Background: an optimization exercise with open tools, aiming at small area and a short achievable clock period. Do not read the settings as production practice.
Function was checked by simulation only, so behaviour that the tests miss may differ from the original.

## flow/design.v (module list and top-level ports; edited modules follow where they fit)
// module KiwiNPU: 15280 lines
// module benc: 15 lines
module KiwiNPU (
  input  wire         clk,
  input  wire         rst_n,
  input  wire [31:0]  in_vec,
  input  wire [511:0] weights_flat,
  input  wire [95:0]  biases_flat,
  output wire [31:0]  out_vec
);
  // ...
==> flow/flow/run.sh <==
#!/bin/bash
# The standard layout (standard.sh), with two synthesis changes:
#  - SYNTH_ARGS=-noabc: skip Yosys's generic ABC pass before full-adder
#    extraction, so the adder trees written in the RTL map onto full-adder
#    cells as written (ABC still maps everything else afterwards);
set -euo pipefail
bash standard.sh SYNTH_ARGS=-noabc SYNTH_HIERARCHICAL=1 finish > standard_flow.log 2>&1
==> flow/standard.sh <==
#!/bin/bash
# synth_recipe.tcl (not shown) runs the flow's synth.tcl, then flattens the netlist and writes it again
# the make line also repeats each setting of config.mk as NAME=value (left out here)
make -C /OpenROAD-flow-scripts/flow DESIGN_CONFIG=/design/flow/config.mk WORK_HOME=/design/flow/orfs CLKGATE_MAP_FILE= SYNTH_SCRIPT=/design/flow/synth_recipe.tcl "${@:-finish}"
==> flow/config.mk <==
export PLATFORM = sky130hd
export DESIGN_NAME = KiwiNPU
export DESIGN_NICKNAME = KiwiNPU
export VERILOG_FILES = /design/flow/design.v
export SDC_FILE = /design/flow/constraint.sdc
export NUM_CORES = 4
export LEC_CHECK = 0
export CAP_MARGIN = 20
export CORE_MARGIN = 2
export CORE_UTILIZATION = 40
export SETUP_SLACK_MARGIN = 5.0
export SLEW_MARGIN = 20
==> flow/constraint.sdc <==
create_clock -name core_clock -period 12.0 [get_ports {clk}]
set_input_delay 2.4000 -clock core_clock [delete_from_list [all_inputs] [get_ports {clk}]]
set_output_delay 2.4000 -clock core_clock [all_outputs]
set_load 0.01 [all_outputs]
==> notes.md, run 1 <==
Setup path
The buffer and inverter count on the worst path is 3. STA classifies the critical path endpoint as a flip-flop. The largest fanout on the critical path is 12. The worst setup path startpoint is in_vec[26].

Drt
The number of remaining DRC errors is 0. The number of iterations in the first detailed-routing pass is 8. The routed wire length is 490.1 mm.

CTS
The cell sitting at the root of the clock tree is a sky130_fd_sc_hd__clkbuf_16. The H-tree level count is 3. The number of hold buffers added after cts is 0. TritonCTS built the clock tree.

Outcome
The flow ran to the end and the layout has no timing, DRC or antenna violations.

Yosys
The share of Yosys cell area claimed by the top area cell type is 39.77%. The xor-xnor portion of the synthesized cell area is 17.73%. The multiplexer share of the synthesized area is 0.2389%.

The simple-gate share of the synthesized area is 2.922%. The compound-cell area share of the yosys netlist is 15.25%. The number of flops mapped to enable cells by yosys is 0.

Layout
The design has 537 sequential cells. The final-stage net count is 13590. Summing all multi-input logic gate instances after layout gives 93640 sq um. The fraction of standard cell area that is sequential is 10.65%. The count of inserted antenna diode cells is 87.

Worst hold path
The endpoint of the worst hold path is r2_1b[0]$_DFF_PN0_. The type of the most critical hold path is reg2reg.

Floorplanning
In this run the vertical extent of the chip is 533.3 um. The region available for standard cell placement spans 278900 sq um.

Timing
For the finished layout, the period the worst path requires is 6.989 ns. Based on the critical path, the design can be clocked at up to 0.1431 GHz.

Run
The max-capacitance violation count is 0.
==> inputs of run 2 (changes only) <==
==> flow/flow/run.sh (replaced) <==
#!/bin/bash
# The standard layout (standard.sh), with these changes:
#  - SYNTH_ARGS=-noabc: skip Yosys's generic ABC pass before full-adder
#    extraction, so the adder trees written in the RTL map onto full-adder
#    cells as written (ABC still maps everything else afterwards);
set -euo pipefail
bash standard.sh SYNTH_ARGS=-noabc SYNTH_HIERARCHICAL=1 SETUP_SLACK_MARGIN=6.5 finish > standard_flow.log 2>&1
--- a/flow/config.mk
+++ b/flow/config.mk
@@ -9,4 +9,3 @@
 export CORE_MARGIN = 2
 export CORE_UTILIZATION = 40
-export SETUP_SLACK_MARGIN = 5.0
 export SLEW_MARGIN = 20
==> run 2 against run 1 <==
Still clean on timing, DRC and antenna. Register-to-register slack improved by 0.34 ns. Synthesized cell count unchanged. Utilization up 8.0 points. Critical path depth increased by 1. Non-clock buffer count rose by 925. Flip-flop and latch count is the same. Via count up 11%. First-iteration DRC count rose by 17%. Clock-buffer cell count is 3 lower. Largest cell class unchanged.
==> notes.md, run 2 <==
Outcome
Result of the run: no timing/DRC/antenna violations (unchanged).

Floorplanning
The floorplan core area is 278900 sq um (unchanged). The number of rows created at floorplan was 194 (unchanged). The I/O pin count is 674 (unchanged).

The die width came to 533.3 um (unchanged). The die footprint is 284400 sq um (unchanged). The effective utilization at floorplan is 40.18% (unchanged).

The height of the die is 533.3 um (unchanged).

CTS
The number of sinks driven by the clock tree was 537 (unchanged). The TritonCTS clock tree is done (unchanged). The clock root buffer is sky130_fd_sc_hd__clkbuf_16 (unchanged).

The maximum buffer depth of the clock tree was 3 (unchanged). The H-tree level count was 3 (unchanged). The clock network latency to the later pin of the worst-skew pair was 0.76 ns (about the same). The number of CTS-inserted buffers came to 75 (unchanged). The clock-pin slew of the registers on the worst-case setup and hold paths is 0.06 ns (about the same).

Layout
The register with the highest flop count is r1_0a (unchanged). Most frequent cells in the layout: sky130_fd_sc_hd__xnor2_1 (1620), sky130_fd_sc_hd__a22oi_1 (1251), sky130_fd_sc_hd__fa_1 (1218) (was sky130_fd_sc_hd__fa_1 (2218), sky130_fd_sc_hd__xnor2_1 (1769), sky130_fd_sc_hd__a22oi_1 (1573)). The area occupied by registers was 13460 sq um (was 13440 sq um). The leading cell type in the layout, fill and taps excluded is sky130_fd_sc_hd__xnor2_1 (was sky130_fd_sc_hd__fa_1).

The final design utilization was 53.28% (was 45.26%). The count of filler cells inserted in the layout was 23470 (was 25670). The final design instance area without fill was 148600 sq um (was 126200 sq um). The number of flip-flops in the largest register is 18 (unchanged).

The area overhead of the layout relative to synthesis was 32.61% (was 12.66%). The total area of multi-input combinational cells is 101600 sq um (was 93640 sq um). The share of final-layout standard cells stronger than drive strength 1 was 30.77% (was 7.114%). The final-stage net count was 14510 (was 13590).

Worst hold path
The beginning of the worst hold path is r1_7a[0]$_DFF_PN0_ (was r1_4b[0]$_DFF_PN0_). The type of the most critical hold path is reg2reg (unchanged). The worst hold path cell count is 7 (unchanged). The endpoint of the worst hold path is r2_2a[0]$_DFF_PN0_ (was r2_1b[0]$_DFF_PN0_).

Setup path
The endpoint arrival time on the critical path is 4.39 ns (was 7.60 ns). The startpoint of the worst-slack reg-to-reg timing path is r1_2a[10]$_DFF_PN0_ (was r1_4a[0]$_DFF_PN0_). The required time reported for the critical path endpoint is 9.60 ns (was 12.61 ns). The family with the most delay on the worst path is adder cells (unchanged). The capturing element type of the critical path is a primary output (was flip-flop). The cell repeated most along the worst path is sky130_fd_sc_hd__buf_6 (was sky130_fd_sc_hd__fa_1). Series of cell instances along the critical path: fa_1, fa_1, fa_2, a211oi_4, nor2_4, o41ai_4, buf_6, nor4_4, a2111oi_4, xnor2_1, buf_4, buf_6, mux2_4, buf_6 (was clkdlybuf4s50_1, buf_4, nand2_1, o22ai_1, buf_4, a22oi_1, xnor2_1, fa_1, fa_1, fa_1, fa_1, fa_1, fa_1). The capture point of the worst reg-to-reg path was r2_2d[9]$_DFF_PN0_ (was r2_0d[8]$_DFF_PN0_).

The maximum cell stage delay along the critical path is 0.55 ns (was 0.89 ns). The depth of the most critical reg-to-reg path is 24 (was 21). The largest fanout on the critical path is 5 (was 12). The buffer and inverter count on the worst path is 4 (was 3). The nature of the critical path startpoint is a flip-flop (was input port). The cell type of the slowest stage on the worst timing path is sky130_fd_sc_hd__fa_1 (was sky130_fd_sc_hd__o22ai_1). The register-to-register path setup slack was 5.51 ns (was 5.17 ns). The path type of the worst setup path is reg2out (was in2reg).

GRT
The via count of the first global-routing pass is 100400 (was 93220). The pin count of the biggest net entering global routing is 119 (was 146). The total congestion overflow after global routing is 0 (unchanged). The first-pass GRT wire length is 794.0 mm (was 694.0 mm).

The number of antenna violations at the first check in global routing came to 125 (was 128). The total routing usage reported by global routing is 39.88% (was 34.03%).

Timing
The slew at the pin with the worst max-slew slack was 1.035 ns (was 1.193 ns). The clock tree skew after final layout came to 0.06943 ns (was 0.05336 ns). The total count of max-transition violations in the final report is 0 (unchanged). The clock period minus final worst setup slack is 6.793 ns (was 6.989 ns). The summed negative setup slack over all endpoints is 0 ns (unchanged). Setup repair after global routing missed its margin: yes (unchanged).

The total of endpoints with negative setup slack in the final report is 0 (unchanged). The final hold violation count is 0 (unchanged). The achievable frequency is 0.1472 GHz (was 0.1431 GHz). The post-route fraction of the period consumed by the critical path is 56.61% (was 58.24%). The worst slew slack as a fraction of its limit is 30.98% (was 20.36%).

Drt
The average wire length per cell after detail routing is 39.32 um (was 34.90 um). The routed wire length came to 588.8 mm (was 490.1 mm). The detailed router's first-iteration violation count came to 15350 (was 13090). The number of remaining DRC errors is 0 (unchanged).

The total vias in the final route is 98050 (was 88610). The number of iterations in the first detailed-routing pass is 13 (was 8). The detail-routed via count per cell is 6.547 (was 6.309). The number of antenna-violating nets in the routed design is 0 (unchanged).

Place
The area after detailed placement came to 124600 sq um (was 121500 sq um). The placed wire-length estimate after detailed placement came to 376.2 mm (was 372.9 mm). The last weighted congestion value of the routability-driven placer is 1.000 (was 0.9852).

The quantity of I/O buffers inserted on ports is 669 (unchanged).

Yosys
Leading post-synthesis cells by instance count: sky130_fd_sc_hd__fa_1 (2226), sky130_fd_sc_hd__xnor2_1 (1774), sky130_fd_sc_hd__a22oi_1 (1573), sky130_fd_sc_hd__clkbuf_1 (583), sky130_fd_sc_hd__ha_1 (548) (unchanged). The compound-cell area share of the yosys netlist came to 15.25% (unchanged). The top flip-flop cell by instance count after synthesis is sky130_fd_sc_hd__dfrtp_1 (unchanged). The share of Yosys cell area claimed by the top area cell type is 39.77% (unchanged). The proportion of synthesized chip area in sequential cells was 11.99% (unchanged). The post-synth design cell area is 112100 sq um (unchanged). The multiplexer share of the synthesized area is 0.2389% (unchanged).

The number of flops mapped to enable cells by yosys is 0 (unchanged). The count of yosys warnings during synthesis is 7 (unchanged). The flip-flop and latch count after synthesis came to 537 (unchanged).

The simple-gate share of the synthesized area is 2.922% (unchanged). The most numerous cell in the Yosys netlist is sky130_fd_sc_hd__fa_1 (unchanged). The async set-reset flop share out of synthesis was 100.0% (unchanged). The area share of fa/ha/maj cells after synthesis is 45.89% (unchanged). The synthesized area per cell is 11.02 sq um (unchanged). Main area contributors after synthesis: sky130_fd_sc_hd__fa_1 (40%), sky130_fd_sc_hd__xnor2_1 (14%), sky130_fd_sc_hd__dfrtp_1 (12%), sky130_fd_sc_hd__a22oi_1 (11%), sky130_fd_sc_hd__ha_1 (6.1%) (unchanged). The distinct cell type count of the synthesized netlist is 70 (unchanged). The combinational family with the most area after synthesis is adder cells (unchanged). The library cell occupying the most area in the post-synthesis netlist is sky130_fd_sc_hd__fa_1 (unchanged). The synthesized netlist cell count is 10170 (unchanged). The xor-xnor portion of the synthesized cell area is 17.73% (unchanged).

Run
The max-capacitance violation count is 0 (unchanged).
[run 2: Yosys stat by module, one instance, submodules excluded]
module / flops+latches / area [sq um]
KiwiNPU: 537 / 109900
benc: 0 / 91.34
[run 2: worst max-delay path by stage]
stage | from | endpoint | slack (ns) | cells after the start
4_1_cts | r2_1c[1]$_DFF_PN0_ | out_vec[11] | 4.99 | 14
5_1_grt | r2_1c[1]$_DFF_PN0_ | out_vec[8] | 5.11 | 14
3_5_place_dp | in_vec[3] | r1_2b[9]$_DFF_PN0_ | 3.92 | 12
2_1_floorplan | in_vec[12] | r1_3b[9]$_DFF_PN0_ | 5.89 | 11
3_3_place_gp | in_vec[3] | r1_2b[7]$_DFF_PN0_ | 3.96 | 12
6_report | r2_1c[1]$_DFF_PN0_ | out_vec[11] | 5.21 | 14
[run 2: kinds of logic after synthesis]
logic type,Yosys count
buffers and inverters,1544
other,2
adder cells (fa/ha/maj),2774
AND/OR/NAND/NOR,670
AO/OA/AOI/OAI,2359
XOR/XNOR,2261
multiplexers,25
flip-flops,537
[run 2: stage by stage]
stage               hold WS, ns  cells  worst slack, ns
CTS                       1.451  14630            4.988
detailed placement        1.369  13690            3.916
finish                    1.444  14980            5.207
global route              1.512  14920            5.114
floorplan                 1.194  10190            5.890
global placement          1.353  13690            3.962
[run 2: layout make-up]
class                   instances  area share [%]
multi-input cells            8110           68.36
repair buffers               1945           16.47
flip-flops and latches        537           9.061
well taps                    3724           3.136
clock buffers                  94           1.358
inverters                     424           1.097
clock inverters                39          0.3486
diodes                        103          0.1734
[run 2: timing repair]
action | 4_1_cts | 5_1_grt
gates resized for setup | 1754 | 559
hold buffers | 0 | 0
setup buffers | 702 | 216
pin swaps | 862 | 626
setup endpoints to repair | 498 | 404
cloned | 109 | 26
[run 2: worst min-delay path, cell delays in order (launching register included)]
cell,delay [ns]
sky130_fd_sc_hd__dfrtp_1,0.33
sky130_fd_sc_hd__ha_2,0.26
sky130_fd_sc_hd__inv_1,0.09
sky130_fd_sc_hd__a21oi_4,0.07
sky130_fd_sc_hd__buf_12,0.17
sky130_fd_sc_hd__nand2_1,0.13
sky130_fd_sc_hd__xnor2_1,0.12
sky130_fd_sc_hd__ha_1,0.14
[run 2: layer usage]
metal  track usage, %  vias to the layer above  wire [um]
met5           0.3997                        -        701
met2            54.65                     9528     235000
met1            49.20                    49990     201800
met3            19.38                     2367      98780
met4            26.74                       43      52540
li1                 -                    36120          -

[what the ideal ports hide]
In the flow no input, the clock included, has a driving cell. The finished layouts below were timed again as built, in two steps.
Step 1 (the two cells are an assumption about what drives the block):
set clk [get_ports {clk}]
set_driving_cell -lib_cell sky130_fd_sc_hd__clkbuf_16 $clk
set_driving_cell -lib_cell sky130_fd_sc_hd__buf_2 [delete_from_list [all_inputs] $clk]
Step 2 moves the port delays by t, midway between the first and last clock arrival at a register: inputs arrive t later, outputs are due t later. That takes back most of the time a late clock gives input paths.
a / b / c = no drivers / after step 1 / after step 2; a / b = the first two.
run	t, ns	setup WS [ns]	worst data-port slew with drivers (ns)
run 1	0.837	5.011 / 4.934 / 4.252	0.27
run 2	0.838	5.207 / 5.098 / 4.985	0.40
After both steps every run listed still meets setup and hold. For run 1, which loses most, drivers alone change the setup slack by -0.077 ns; drivers and shift together by -0.759 ns.
